Background: an optimization exercise with open tools, aiming at small area and a short achievable clock period. Do not read the settings as production practice.
Only simulation tests tie the RTL to the original design; equivalence was not proved.

## flow/design.v (module list and top-level ports; edited modules follow where they fit)
// module sin_cos: 2903 lines
module sin_cos (
  input clock, input [15:0] angle, output [15:0] cos, output [15:0] sin);
  // ...
==> flow/run.sh <==
#!/bin/bash
# synth_recipe.tcl (not shown) runs the flow's synth.tcl, then flattens the netlist and writes it again
# the make line also repeats each setting of config.mk as NAME=value (left out here)
make -C /OpenROAD-flow-scripts/flow DESIGN_CONFIG=/design/flow/config.mk WORK_HOME=/design/flow/orfs CLKGATE_MAP_FILE= SYNTH_SCRIPT=/design/flow/synth_recipe.tcl finish
==> flow/config.mk <==
export PLATFORM = sky130hd
export DESIGN_NAME = sin_cos
export DESIGN_NICKNAME = sin_cos
export VERILOG_FILES = /design/flow/design.v
export SDC_FILE = /design/flow/constraint.sdc
export NUM_CORES = 4
export LEC_CHECK = 0
export ABC_AREA = 1
export CAP_MARGIN = 20
export CORE_MARGIN = 2
export CORE_UTILIZATION = 40
export CTS_BUF_LIST = sky130_fd_sc_hd__clkbuf_16
export CTS_CLUSTER_DIAMETER = 80
export CTS_CLUSTER_SIZE = 24
export SETUP_SLACK_MARGIN = 3.9
export SLEW_MARGIN = 20
==> flow/constraint.sdc <==
create_clock -name core_clock -period 6.5 [get_ports {clock}]
set_input_delay 1.3000 -clock core_clock [delete_from_list [all_inputs] [get_ports {clock}]]
set_output_delay 1.3000 -clock core_clock [all_outputs]
set_load 0.01 [all_outputs]
==> results.cfg, run 1 <==
[timing]
tightest_slew_ps = 993
relSlewSlack_pct = 33.7
fin_setup_tns_ps = 0
hold_slack_ps = 309
setup_viol_count_final = 0
finalHoldViolCount = 0

[critical_path]
crit_chain = inv_2, xor2_1, fa_1, inv_1, fa_1, inv_1
critPathKind = flop to flop
critPathMaxStageDelay_ps = 740

[finish]
area_dominant_class = multi-input gates
buf_share_pct = 2.89
diodes = 0
finalInstanceArea_sq_um = 50000

[yosys]
synth_top_family_by_area = adder cells
syn_area_per_cell_sq_um = 8.43
synthXorXnorAreaFrac_pct = 8.40

[global_routing]
grtUsageTotal_pct = 21.2
grt_max_degree = 53
grt_use_met3_pct = 3.79

[cts]
clock-sinks = 818
post-cts-setup-buffer-count = 33
clk_pin_slew_worst_paths_ps = 90

[placed_design]
place_congestion = 0.969
port_buffers = 48

[floorplan]
rows = 123
io_pins = 49

[status]
outcome = no timing/DRC/antenna violations

[drt]
dr.first_iter.drc_count = 3703
==> run 2: changes to the inputs <==
--- a/flow/config.mk
+++ b/flow/config.mk
@@ -8,7 +8,7 @@
 export ABC_AREA = 1
 export CAP_MARGIN = 20
 export CORE_MARGIN = 2
-export CORE_UTILIZATION = 40
+export CORE_UTILIZATION = 55
 export CTS_BUF_LIST = sky130_fd_sc_hd__clkbuf_16
 export CTS_CLUSTER_DIAMETER = 80
 export CTS_CLUSTER_SIZE = 24
==> run 2 against run 1 <==
  * Non-clock buffer count shrank 25
  * Synthesized cell count is the same
  * Highest routed layer unchanged
  * Area after synthesis is the same
==> results.cfg, run 2 <==
[floorplan]
io_pins = 49
core_area_sq_um = 82100
rows = 105
die_w_microns = 292
die_area_sq_um = 85200
die_h_microns = 292
initial_core_util_pct = 55.5

[timing]
slew_viol_final = 0
min_period_ps = 2680
setup_viol_count_final = 0
clock_skew_ps = 30.0
finalHoldViolCount = 0
setup_ws_ps = 3820
max_clock_freq_mhz = 374
fin_setup_tns_ps = 0
relSlewSlack_pct = 32.9
rsz0062_at_grt = true
tightest_slew_ps = 1010
fin_crit_sh_pct = 41.2

[drt]
via_count = 37200
first_pass_iters = 6
final_antenna_net_count = 0
detail_route.wl_per_cell_microns = 19.6
wl_mm = 127
avgViaCountPerCell = 5.75
dr.first_iter.drc_count = 3468
route.detailed.drc = 0

[finish]
finalInstanceArea_sq_um = 49300
final_util_pct = 60.0
multi_input_area_sq_um = 25500
final_common_cell = nand2_1
synthToLayoutAreaGrowth_pct = 8.14
nets = 5953
seqCellArea_sq_um = 16500
drive_gt1_share_pct = 7.66
reg.largest.list = pc_h0 x32, ps_h0 x32
fillers = 7461
final_cells = 6473
final_cell_mix = 849 x nand2_1, 779 x dfxtp_1, 737 x inv_1

[global_routing]
gr-total-overflow = 0
grtUsageTotal_pct = 29.3
grt_max_degree = 53
grt_pass1_wl_mm = 197
antenna_found_initial = 1
grt_pass1_vias = 36000

[cts]
clock-sinks = 818
clk_pin_slew_worst_paths_ps = 100
cts_tree = yes
clock_latency_ps = 650
root_buffer = clkbuf_16
htreeDepth = 2
cts_buffers = 48
clockBufferDepth = 3

[yosys]
synth_top_area_share_pct = 35.9
syn_area_per_cell_sq_um = 8.43
syn_nets = 5977
yosys-top-cells-count = 859 x nand2_1, 818 x dfxtp_1, 770 x inv_1
ys.flop_type = dfxtp_1
synth_cell_types = 74
syn_inst = 5404
synth_most_common_cell = nand2_1
ys_seq_area_share_pct = 35.9
synthArstFlopShare_pct = 0
syn_area_sq_um = 45600
synth_edf_count = 0
ys_seq_elements = 818
synth_largest_area_cell = dfxtp_1
synth.area.top_cells = dfxtp_1 36%, ha_1 10%, fa_1 7.9%
ys_warn_count = 1

[placed_design]
place_congestion = 0.961
place_worst_setup_slack_ps = 3040
dpl_cell_area_sq_um = 46500
place_inst = 6312
hpwl_mm = 91.7
port_buffers = 48

[status]
outcome = no timing/DRC/antenna violations

[job]
maxCapViolCount = 0

[critical_path]
critPathKind = flop to flop
cp.arrival_ps = 3190
required_ps = 7020
cp-end-kind = flop
cp_max_fo = 18
start_kind = flop

[hold_path]
hold_path_class = flop to flop
## run 2: cell counts after synthesis
No cell type changed its count.
## run 2: final cells by class
type                       count  share of cell area [%]
clock buffer                  48                    2.44
timing repair buffer         143                    2.45
timing repair inverter        10                   0.132
multi-input combinational   3555                    51.8
sequential                   818                    33.4
clock inverter                24                   0.622
inverter                     804                    6.44
antenna                        1                 0.00508
tap                         1070                    2.72
## run 2: critical path, stage by stage, from the launching register on
cell and delay [ps]:
dfxtp_1 990, a221oi_1 270, xor2_1 350, fa_1 470, fa_1 450
## run 2: routing by layer
metal  vias to the layer above  wire (microns)  track usage [%]
met5                         -               0                0
met4                         0            7060             14.6
met3                       442            9160             4.46
met2                      1699           60900             50.8
met1                     17300           49500             35.2
li1                      17800               -                -
## run 2: through the flow
stage	hold slack, ps
after global routing	333
after floorplan	310
after CTS	331
final	330
after detailed placement	312
after global placement	310
## run 2: kinds of logic after synthesis
logic type      share of synthesized area [%]
simple gates                             14.3
fa+ha+maj                                18.3
xor+xnor                                 8.40
flops                                    35.9
compound gates                           14.2
mux                                     0.118
buf+inv                                  8.79
## run 2: what timing repair did
action,4_1_cts,5_1_grt
pin swaps,0,15
resized for setup,110,117
hold buffers,0,0
gates cloned,9,1
setup endpoints to repair,238,155
buffers inserted,23,55
## run 2: worst paths after layout
check | startpoint | cells past startpoint | slack [ps] | end
setup / recovery | pc_d3[1] | 4 | 3820 | pc_h1[19]
hold / removal | e0_12 | 0 | 330 | e0_13
setup reg to reg | pc_d3[1] | 4 | 3820 | pc_h1[19]
hold reg to reg | e0_12 | 0 | 330 | e0_13
==> run 3: changes to the inputs <==
--- a/flow/config.mk
+++ b/flow/config.mk
@@ -8,9 +8,9 @@
 export ABC_AREA = 1
 export CAP_MARGIN = 20
 export CORE_MARGIN = 2
-export CORE_UTILIZATION = 55
+export CORE_UTILIZATION = 40
 export CTS_BUF_LIST = sky130_fd_sc_hd__clkbuf_16
 export CTS_CLUSTER_DIAMETER = 80
 export CTS_CLUSTER_SIZE = 24
-export SETUP_SLACK_MARGIN = 3.9
+export SETUP_SLACK_MARGIN = 4.0
 export SLEW_MARGIN = 20
==> run 3 against run 2 <==
  * Sequential cell count is the same
  * Routed wire length rose by 0.63%
  * Via count increased by 0.49%
  * First-iteration DRC count up 1.1%
  * Non-clock buffer count increased by 79
  * Worst hold slack worse by 21 ps
  * Core utilization shrank 15 points
  * Synthesized cell count did not move
  * Cell count is 7.9% higher
  * Still clean
==> results.cfg, run 3 <==
[timing]
fin_crit_sh_pct = 39.0
rsz0062_at_grt = true
setup_viol_count_final = 0
max_clock_freq_mhz = 394
tightest_slew_ps = 869
clock_skew_ps = 31.7
finalHoldViolCount = 0
fin_setup_tns_ps = 0
min_period_ps = 2540
slew_viol_final = 0
relSlewSlack_pct = 42.0

[finish]
synthToLayoutAreaGrowth_pct = 11.6
fillers = 11100
drive_gt1_share_pct = 11.3
nets = 6035
reg.largest.list = pc_h0 x32, ps_h0 x32
final_cell_mix = 842 x nand2_1, 746 x dfxtp_1, 732 x inv_1
final_common_cell = nand2_1
finalInstanceArea_sq_um = 50800

[critical_path]
start_kind = flop
required_ps = 7030
cp_slowest_cell = dfxtp_1
cp-end-kind = flop
crit_chain = a221oi_1, xor2_1, fa_1, fa_1
path_common_cell = fa_1
critPathMaxStageDelay_ps = 840
cp.arrival_ps = 3070
path_delay_family = adder cells
cp_max_fo = 16
critPathKind = flop to flop
path_buf_inv = 0

[floorplan]
initial_core_util_pct = 40.4
die_h_microns = 341
io_pins = 49
core_area_sq_um = 113000
rows = 123
die_w_microns = 341
die_area_sq_um = 117000

[yosys]
synth_edf_count = 0
ys_warn_count = 1
synth_largest_area_cell = dfxtp_1
syn_nets = 5977
ys_seq_elements = 818
ys.flop_type = dfxtp_1
syn_area_sq_um = 45600
syn_inst = 5404
synth_top_area_share_pct = 35.9
synth_cell_types = 74
syn_area_per_cell_sq_um = 8.43
synth_most_common_cell = nand2_1
yosys-top-cells-count = 859 x nand2_1, 818 x dfxtp_1, 770 x inv_1
ys_seq_area_share_pct = 35.9
synthArstFlopShare_pct = 0
synth.area.top_cells = dfxtp_1 36%, ha_1 10%, fa_1 7.9%

[status]
outcome = no timing/DRC/antenna violations

[drt]
route.detailed.drc = 0
wl_mm = 127
final_antenna_net_count = 0
dr.first_iter.drc_count = 3506
via_count = 37400
detail_route.wl_per_cell_microns = 18.2
first_pass_iters = 9
avgViaCountPerCell = 5.35

[cts]
cts_tree = yes
root_buffer = clkbuf_16
clock_latency_ps = 660
cts_buffers = 49
htreeDepth = 2
clockBufferDepth = 3
clock-sinks = 818
cts_hold_buf = 0
clk_pin_slew_worst_paths_ps = 90

[hold_path]
hold_path_class = flop to flop

[global_routing]
grt_pass1_vias = 36600
grt_pass1_wl_mm = 199
gr-total-overflow = 0
grt_max_degree = 53
antenna_found_initial = 0
grtUsageTotal_pct = 21.3

[placed_design]
port_buffers = 48
hpwl_mm = 91.9
place_congestion = 0.969
dpl_cell_area_sq_um = 47100

[job]
maxCapViolCount = 0
==> run 3: layout make-up <==
cell class | instances | area (sq um) | share of cell area [%]
tap | 1500 | 1880 | 3.69
multi-input combinational | 3555 | 25700 | 50.6
clock inverter | 25 | 360 | 0.709
inverter | 804 | 3190 | 6.28
timing repair inverter | 12 | 80.1 | 0.157
antenna | 1 | 2.50 | 0.00492
sequential | 818 | 16500 | 32.5
clock buffer | 50 | 1250 | 2.46
timing repair buffer | 222 | 1790 | 3.52
==> run 3: what timing repair did <==
action | in CTS | in global routing
endpoints found under the setup margin | 293 | 183
pin swaps | 8 | 32
gates cloned | 10 | 2
buffers inserted | 57 | 100
gates resized for setup | 257 | 182
==> run 3: path summary, 6_finish.rpt <==
check	startpoint	endpoint	slack [ps]	cells after the start
max	pc_d4[1]	pc_h1[19]	3960	4
min	e2_8	e2_9	310	0
max reg2reg	pc_d4[1]	pc_h1[19]	3960	4
min reg2reg	e2_8	e2_9	310	0
==> run 3: metrics by stage <==
stage	hold slack, ps	utilization (%)	std cells	setup slack, ps
after floorplan	310	-	5404	4090
after global placement	310	41.7	6742	3060
after detailed placement	312	41.7	6742	3010
after CTS	308	43.8	6884	3940
after global routing	303	45.1	6986	3920
final	309	45.1	6987	3960
==> run 3: per-layer routing <==
metal	global-route usage, %	wire [microns]
met5	0	0
met4	9.77	6650
met3	4.09	10000
met2	36.8	60100
met1	25.4	50700
==> run 3: cells by family after synthesis <==
family | after synthesis | synth area share (%)
muxes | 5 | 0.118
xor gates and xnor gates | 433 | 8.40
adders and majority gates | 558 | 18.3
and+or+nand+nor | 1536 | 14.3
DFF | 818 | 35.9
AOI/OAI and AO/OA | 1023 | 14.2
buffers and inverters | 1031 | 8.79
==> run 3: worst register-to-register path: cells and delay by family, from the launching register on <==
kind / cells / cell delay [ps]
xor+xnor: 1 / 410
compound gates: 1 / 230
flops: 1 / 840
fa+ha+maj: 2 / 940

[port drivers added, routing unchanged]
In the flow no input, the clock included, has a driving cell. The finished layouts below were timed again as built, in two steps.
Step 1, drivers: a clkbuf_16 drives clock and a buf_2 each remaining input, both assumed.
Step 2, shift: input delay + t, output delay - t, t = (earliest + latest rising clock arrival at the registers) / 2. This alone moves slack from input paths to output paths.
Slacks: ideal / step 1 / step 2; pairs: ideal / step 1.
run | t, ns | setup slack, ns | hold WS [ns] | latest minus earliest clock arrival (ns)
run 1 | 0.708 | 3.867 / 3.867 / 3.430 | 0.309 / 0.309 / 0.309 | 0.028 / 0.029
run 2 | 0.706 | 3.824 / 3.824 / 3.504 | 0.330 / 0.330 / 0.330 | 0.033 / 0.033
run 3 | 0.709 | 3.963 / 3.963 / 3.453 | 0.309 / 0.309 / 0.309 | 0.032 / 0.032
After both steps every run listed still meets setup and hold. For run 3, which loses most, drivers alone change the setup slack by 0.000 ns; drivers and shift together by -0.510 ns.
